Source: an optimization exercise on an open RTL-to-GDS flow (aim: small area and a short achievable clock period). Production flows keep margins and buffers that such runs may drop.
At most, simulation tests tie the RTL to the original design; equivalence was not proved.
Power figures rest on the tool's default switching activity, not on a simulated workload.

## kcpsm3
module kcpsm3(
  output [9:0]  address,
  input  [17:0] instruction,
  output [7:0]  port_id,
  output        write_strobe,
  output [7:0]  out_port,
  output        read_strobe,
  input  [7:0]  in_port,
  input         interrupt,
  output        interrupt_ack,
  input         reset,
  input         clk);
  wire [17:0] ins = instruction;
  wire [3:0]  top4 = ins[17:14];
  wire [2:0]  top3 = ins[17:15];
  reg reset_delay, internal_reset, t_state;
  always @(posedge clk) begin
    reset_delay    <= reset;
    internal_reset <= reset | reset_delay;
    t_state        <= ~t_state & ~internal_reset;
  end
  reg carry_flag, zero_flag;
  reg clean_int, active_interrupt, int_ack, int_enable, shadow_carry, shadow_zero;
  wire int_update = active_interrupt | (ins[17] & ins[16] & ins[15]);
  always @(posedge clk) begin
    clean_int        <= interrupt & ~internal_reset;
    active_interrupt <= ~internal_reset & t_state & clean_int & int_enable & ~active_interrupt;
    int_ack          <= active_interrupt;
    if (active_interrupt) begin
      shadow_carry <= carry_flag;
  ...
Settings: LEC_CHECK=0, ABC_CLOCK_PERIOD_IN_PS=2600, CAP_MARGIN=20, CORE_MARGIN=2, CORE_UTILIZATION=55, CTS_CLUSTER_DIAMETER=60, CTS_CLUSTER_SIZE=30, SETUP_SLACK_MARGIN=4.0, SLEW_MARGIN=20, TNS_END_PERCENT=100; clock period 7.0 ns.
standard.sh (not shown) runs the stock make flow with config.mk's settings and CLKGATE_MAP_FILE= SYNTH_SCRIPT=/design/flow/synth_recipe.tcl, a recipe that flattens the netlist after the stock synthesis.
==> flow/flow/run.sh <==
#!/bin/bash
# Own layout flow: the standard flow (standard.sh, unchanged synthesis), with the
# port buffers made of a faster buffer cell and gate sizing not limited to cells of the
# same footprint. Everything else, including the constraints, is the standard flow's.
set -euo pipefail
bash standard.sh \
  MATCH_CELL_FOOTPRINT=0 \
  "BUFFER_PORTS_ARGS=-buffer_cell sky130_fd_sc_hd__buf_4" \
  finish > standard_flow.log 2>&1
Then changed:
Settings changed: SETUP_SLACK_MARGIN 4.0 to 4.4, TNS_END_PERCENT 100 to 20.
Die area is unchanged.
Via count went up by 1.1%.
Setup slack improved by 0.019 ns.
Global-route usage came out higher by 0.58 points.
Design area grows by 0.49%.
Cell count goes up by 0.72%.
Sequential power is about the same.
Maximum frequency rose by 0.61%.
Synthesized cell count does not change.
Function was not checked in any run of this note: the RTL went through the layout flow alone.

---

Setup of run a:
The RTL this note starts from:
==> flow/design.v <==
`timescale 1 ps / 1ps
module kcpsm3(
  output [9:0]  address,
  input  [17:0] instruction,
  output [7:0]  port_id,
  output        write_strobe,
  output [7:0]  out_port,
  output        read_strobe,
  input  [7:0]  in_port,
  input         interrupt,
  output        interrupt_ack,
  input         reset,
  input         clk);
  wire [17:0] ins = instruction;
  wire [3:0]  top4 = ins[17:14];
  wire [2:0]  top3 = ins[17:15];
  reg reset_delay, internal_reset, t_state;
  always @(posedge clk) begin
    reset_delay    <= reset;
    internal_reset <= reset | reset_delay;
    t_state        <= ~t_state & ~internal_reset;
  end
  reg carry_flag, zero_flag;
  reg clean_int, active_interrupt, int_ack, int_enable, shadow_carry, shadow_zero;
  wire int_update = active_interrupt | (ins[17] & ins[16] & ins[15]);
  always @(posedge clk) begin
    clean_int        <= interrupt & ~internal_reset;
    active_interrupt <= ~internal_reset & t_state & clean_int & int_enable & ~active_interrupt;
    int_ack          <= active_interrupt;
    if (active_interrupt) begin
      shadow_carry <= carry_flag;
      shadow_zero  <= zero_flag;
    end
    if (internal_reset)
      int_enable <= 1'b0;
    else if (int_update)
      int_enable <= ~active_interrupt & ins[0] & ~int_ack;
  end
  assign interrupt_ack = int_ack;
  wire condition_met = ins[11] ? (ins[10] ? ~carry_flag : carry_flag)
                               : (ins[10] ? ~zero_flag  : zero_flag);
  wire move_group = (top4 == 4'b1100) | (top4 == 4'b1101) | (top4 == 4'b1110) | (top4 == 4'b1010);
  wire taken      = move_group & (~ins[12] | condition_met);
  wire call_op    = (top4 == 4'b1100);
  wire ret_op     = (top4 == 4'b1010) | (top4 == 4'b1110);
  reg  [9:0] pc;
  reg  [9:0] tos;
  wire [9:0] pc_inc = pc + 10'd1;
  wire [9:0] vector = ins[15] ? tos : ins[9:0];
  always @(posedge clk)
    if (internal_reset)        pc <= 10'd0;
    else if (active_interrupt) pc <= 10'h3FF;
    else if (~t_state)         pc <= taken ? vector : pc_inc;
  assign address = pc;
  function [4:0] lfsr_state(input integer n);
    case (n)
      0: lfsr_state = 5'h01;
      1: lfsr_state = 5'h02;
      2: lfsr_state = 5'h04;
      3: lfsr_state = 5'h09;
      4: lfsr_state = 5'h12;
      5: lfsr_state = 5'h05;
      6: lfsr_state = 5'h0b;
      7: lfsr_state = 5'h16;
      8: lfsr_state = 5'h0c;
      9: lfsr_state = 5'h19;
      10: lfsr_state = 5'h13;
      11: lfsr_state = 5'h07;
      12: lfsr_state = 5'h0f;
      13: lfsr_state = 5'h1f;
      14: lfsr_state = 5'h1e;
      15: lfsr_state = 5'h1c;
      16: lfsr_state = 5'h18;
      17: lfsr_state = 5'h11;
      18: lfsr_state = 5'h03;
      19: lfsr_state = 5'h06;
      20: lfsr_state = 5'h0d;
      21: lfsr_state = 5'h1b;
      22: lfsr_state = 5'h17;
      23: lfsr_state = 5'h0e;
      24: lfsr_state = 5'h1d;
      25: lfsr_state = 5'h1a;
      26: lfsr_state = 5'h15;
      27: lfsr_state = 5'h0a;
      28: lfsr_state = 5'h14;
      29: lfsr_state = 5'h08;
      30: lfsr_state = 5'h10;
      default: lfsr_state = 5'h00;
    endcase
  endfunction
  wire push = ~internal_reset & ~t_state & (active_interrupt | (call_op & taken));
  wire pop  = ~internal_reset & ~t_state & ~active_interrupt & ret_op & taken;
  reg  [4:0] sp;
  wire [4:0] sp_up   = {sp[3:0], sp[4] ^ sp[2]};
  wire [4:0] sp_down = {sp[0] ^ sp[3], sp[4:1]};
  reg  [9:0] stack_mem [0:28];
  reg  [9:0] stack_rd;
  integer k;
  always @(*) begin
    stack_rd = 10'd0;
    for (k = 0; k < 29; k = k + 1)
      stack_rd = stack_rd | ({10{sp == lfsr_state(k + 2)}} & stack_mem[k]);
  end
  always @(posedge clk) begin
    if (internal_reset) sp <= lfsr_state(0);
    else if (push)      sp <= sp_up;
    else if (pop)       sp <= sp_down;
    if (push)     tos <= active_interrupt ? pc : pc_inc;
    else if (pop) tos <= stack_rd;
  end
  genvar g;
  generate
    for (g = 0; g < 29; g = g + 1) begin : stk
      always @(posedge clk)
        if (sp == lfsr_state(g + 1)) stack_mem[g] <= tos;
    end
  endgenerate
  reg  [7:0] regs [0:15];
  wire [15:0] x_sel = 16'd1 << ins[11:8];
  wire [15:0] y_sel = 16'd1 << ins[7:4];
  reg  [7:0] sx, sy;
  always @(*) begin
    sx = 8'd0;
    sy = 8'd0;
    for (k = 0; k < 16; k = k + 1) begin
      sx = sx | ({8{x_sel[k]}} & regs[k]);
      sy = sy | ({8{y_sel[k]}} & regs[k]);
    end
  end
  reg  [7:0] sx_q, op2_q;
  wire [7:0] op2 = ins[12] ? sy : ins[7:0];
  reg  [7:0] s_lo, s_hi;   
  reg  [17:13] iq;       
  reg  r_shift, r_in, r_fetch, r_arith, r_logic;   
  reg  cin_q;            
  wire a_cycle = ~internal_reset & ~t_state;
  wire store_op = (top3 == 3'b101) & ins[14] & ins[13];
  wire reg_op   = (top3 == 3'b000) | (top3 == 3'b001) | (top3 == 3'b011) | (top3 == 3'b100);
  wire flag_op  = (top4 == 4'b0010) | (top4 == 4'b0011) | (top4 == 4'b0100) | (top4 == 4'b0101) |
                  (top4 == 4'b0110) | (top4 == 4'b0111) | (top4 == 4'b1000) | (top4 == 4'b1110);
  reg  reg_en, mem_en, flag_en;
  always @(posedge clk) begin
    reg_en  <= a_cycle & ~active_interrupt & reg_op;
    mem_en  <= a_cycle & ~active_interrupt & store_op;
    flag_en <= a_cycle & flag_op;
  end
  always @(posedge clk) begin
    sx_q  <= sx;
    op2_q <= op2;
    s_lo  <= 8'd1 << op2[2:0];
    s_hi  <= 8'd1 << op2[5:3];
    iq    <= ins[17:13];
    r_shift <= ins[17];
    r_in    <= ~ins[17] & (top4[2:0] == 3'b001) & ~ins[13];
    r_fetch <= ~ins[17] & (top4[2:0] == 3'b001) & ins[13];
    r_arith <= ~ins[17] & ins[16] & (ins[15] | ins[14]);
    r_logic <= ~ins[17] & ~(top4[2:0] == 3'b001) & ~(ins[16] & (ins[15] | ins[14]));
    cin_q <= ins[14] ^ (ins[13] & carry_flag);
  end
  wire io_op  = ~ins[16] & ins[14] & ~ins[13] & (ins[17] == ins[15]);
  wire out_op = io_op & ins[17];
  reg  [7:0] out_q, port_q;
  always @(posedge clk) begin
    out_q  <= sx  & {8{out_op}};
    port_q <= op2 & {8{io_op}};
  end
  assign out_port = out_q;
  assign port_id  = port_q;
  wire [7:0] a = sx_q;
  wire [7:0] b = op2_q;
  wire [3:0] qtop4 = iq[17:14];
  reg [7:0] logical;
  always @(*)
    case (iq[14:13])
      2'b00: logical = b;
      2'b01: logical = a & b;
      2'b10: logical = a | b;
      default: logical = a ^ b;
    endcase
  wire [8:0] sum = {1'b0, a} + {1'b0, b ^ {8{iq[14]}}} + {8'd0, cin_q};
  wire       arith_carry = sum[8] ^ iq[14];
  wire shift_in = b[2] ? (b[1] ? b[0] : a[0]) : (b[1] ? a[7] : carry_flag);
  wire [7:0] shifted = b[3] ? {shift_in, a[7:1]} : {a[6:0], shift_in};
  wire shift_carry = b[3] ? a[0] : a[7];
  reg  [7:0] scratch [0:63];
  reg  [63:0] s_sel;
  reg  [7:0] fetched, row;
  integer j;
  always @(*) begin
    fetched = 8'd0;
    for (j = 0; j < 8; j = j + 1) begin
      row = 8'd0;
      for (k = 0; k < 8; k = k + 1) begin
        s_sel[j * 8 + k] = s_hi[j] & s_lo[k];
        row = row | ({8{s_lo[k]}} & scratch[j * 8 + k]);
      end
      fetched = fetched | ({8{s_hi[j]}} & row);
    end
  end
  wire [7:0] result = ({8{r_shift}} & shifted) | ({8{r_in}} & in_port) | ({8{r_fetch}} & fetched) |
                      ({8{r_arith}} & sum[7:0]) | ({8{r_logic}} & logical);
  wire parity    = ^(a & b);
  wire new_carry = iq[17] ? (iq[15] ? shadow_carry : shift_carry)
                 : iq[16] ? ((~iq[15] & ~iq[14]) ? parity : arith_carry) : 1'b0;
  wire [7:0] bb = b ^ {8{iq[14]}};
  wire [7:0] zero_carry = {a[6:0] | bb[6:0], cin_q};
  wire arith_zero = &(~(a ^ bb ^ zero_carry));
  wire new_zero  = iq[17] ? (iq[16] ? shadow_zero : (shifted == 8'd0))
                          : (r_arith ? arith_zero : (logical == 8'd0));
  always @(posedge clk) begin
    for (k = 0; k < 16; k = k + 1)
      if (reg_en & x_sel[k]) regs[k] <= result;
    for (k = 0; k < 64; k = k + 1)
      if (mem_en & s_sel[k]) scratch[k] <= a;
    if (internal_reset) begin
      carry_flag <= 1'b0;
      zero_flag  <= 1'b0;
    end else if (flag_en) begin
      carry_flag <= new_carry;
      zero_flag  <= new_zero;
    end
  end
  wire io_decode = ~t_state & ~active_interrupt & ~ins[16] & ins[14] & ~ins[13];
  reg  ws, rs;
  always @(posedge clk) begin
    ws <= ~internal_reset & io_decode & ins[17] & ins[15];
    rs <= ~internal_reset & io_decode & ~ins[17] & ~ins[15];
  end
  assign write_strobe = ws;
  assign read_strobe  = rs;
endmodule
export LEC_CHECK = 0
export CAP_MARGIN = 20
export CORE_MARGIN = 2
export CORE_UTILIZATION = 55
export CTS_CLUSTER_DIAMETER = 100
export CTS_CLUSTER_SIZE = 22
export SETUP_SLACK_MARGIN = 4.55
export SLEW_MARGIN = 20
export TNS_END_PERCENT = 100
create_clock -name core_clock -period 7.0 [get_ports {clk}]
Scripts as last shown in full above: flow/flow/run.sh
Modified inputs, run b compared to run a
# run a
export LEC_CHECK = 0
export CAP_MARGIN = 20
export CORE_MARGIN = 2
export CORE_UTILIZATION = 55
export CTS_CLUSTER_DIAMETER = 100
export CTS_CLUSTER_SIZE = 22
export SETUP_SLACK_MARGIN = 4.55
export SLEW_MARGIN = 20
export TNS_END_PERCENT = 100
create_clock -name core_clock -period 7.0 [get_ports {clk}]
# run b
export LEC_CHECK = 0
export CAP_MARGIN = 20
export CORE_MARGIN = 2
export CORE_UTILIZATION = 55
export CTS_CLUSTER_DIAMETER = 100
export CTS_CLUSTER_SIZE = 22
export SETUP_SLACK_MARGIN = 4.25
export SLEW_MARGIN = 20
export TNS_END_PERCENT = 100
create_clock -name core_clock -period 7.0 [get_ports {clk}]
==> run notes <==
Result for run b and run a: all clean
Sort run b and run a by largest fanout on the critical path, ascending, and run a comes first.
Summary of run b over run a: layout overhead on the synthesized area decreased by 4.5 points relative to the old numbers; portion of the layout cell area used by non-clock buffers fell by 2.2 points; area fraction of clock buffers and clock inverters has remained practically unchanged.
Against run a, run b comes in 5.8 mW/mm2 higher on power density of the placed cells.
Cmp run b vs run a: combinational power lower in run b
Critical path depth ended up 1 lower on run b than on run a.
Compared with run a, run b shows a lower fraction of final layout cells with drive strength greater than 1.
Cmp run b and run a / final cycle utilization of the critical path / higher: run b

[afterwards: timing with drivers on the ports]
The results above use ideal ports. As a check the final layouts listed here were re-extracted and re-timed, cells and wires unchanged. Step 1 sets driving cells, clkbuf_16 on the clock port and buf_2 on the other inputs (assumed; they add their load-dependent delay and slew). Step 2 moves the port delays by t, midway between the first and last clock arrival at a register: inputs arrive t later, outputs are due t later. That takes back most of the time a late clock gives input paths. a / b / c = ideal / step 1 / step 2; a / b = the first two.
run | t, ns | setup slack, ns | hold slack, ns | latest minus earliest clock arrival (ns) | cell pins on the clock port's net
the first run of note 1 | 0.706 | 3.855 / 3.855 / 3.167 | 0.424 / 0.424 / 0.424 | 0.058 / 0.058 | 1
the second run of note 1 | 0.718 | 3.874 / 3.860 / 3.143 | 0.429 / 0.429 / 0.429 | 0.037 / 0.037 | 1
run a | 0.701 | 4.291 / 4.291 / 3.675 | 0.417 / 0.417 / 0.417 | 0.042 / 0.042 | 1
run b | 0.709 | 4.226 / 4.216 / 3.579 | 0.417 / 0.417 / 0.417 | 0.026 / 0.026 | 1
After both steps every run listed still meets setup and hold. The setup slack of the second run of note 1, which loses most, moves by -0.014 ns with the drivers and by -0.731 ns with both steps.
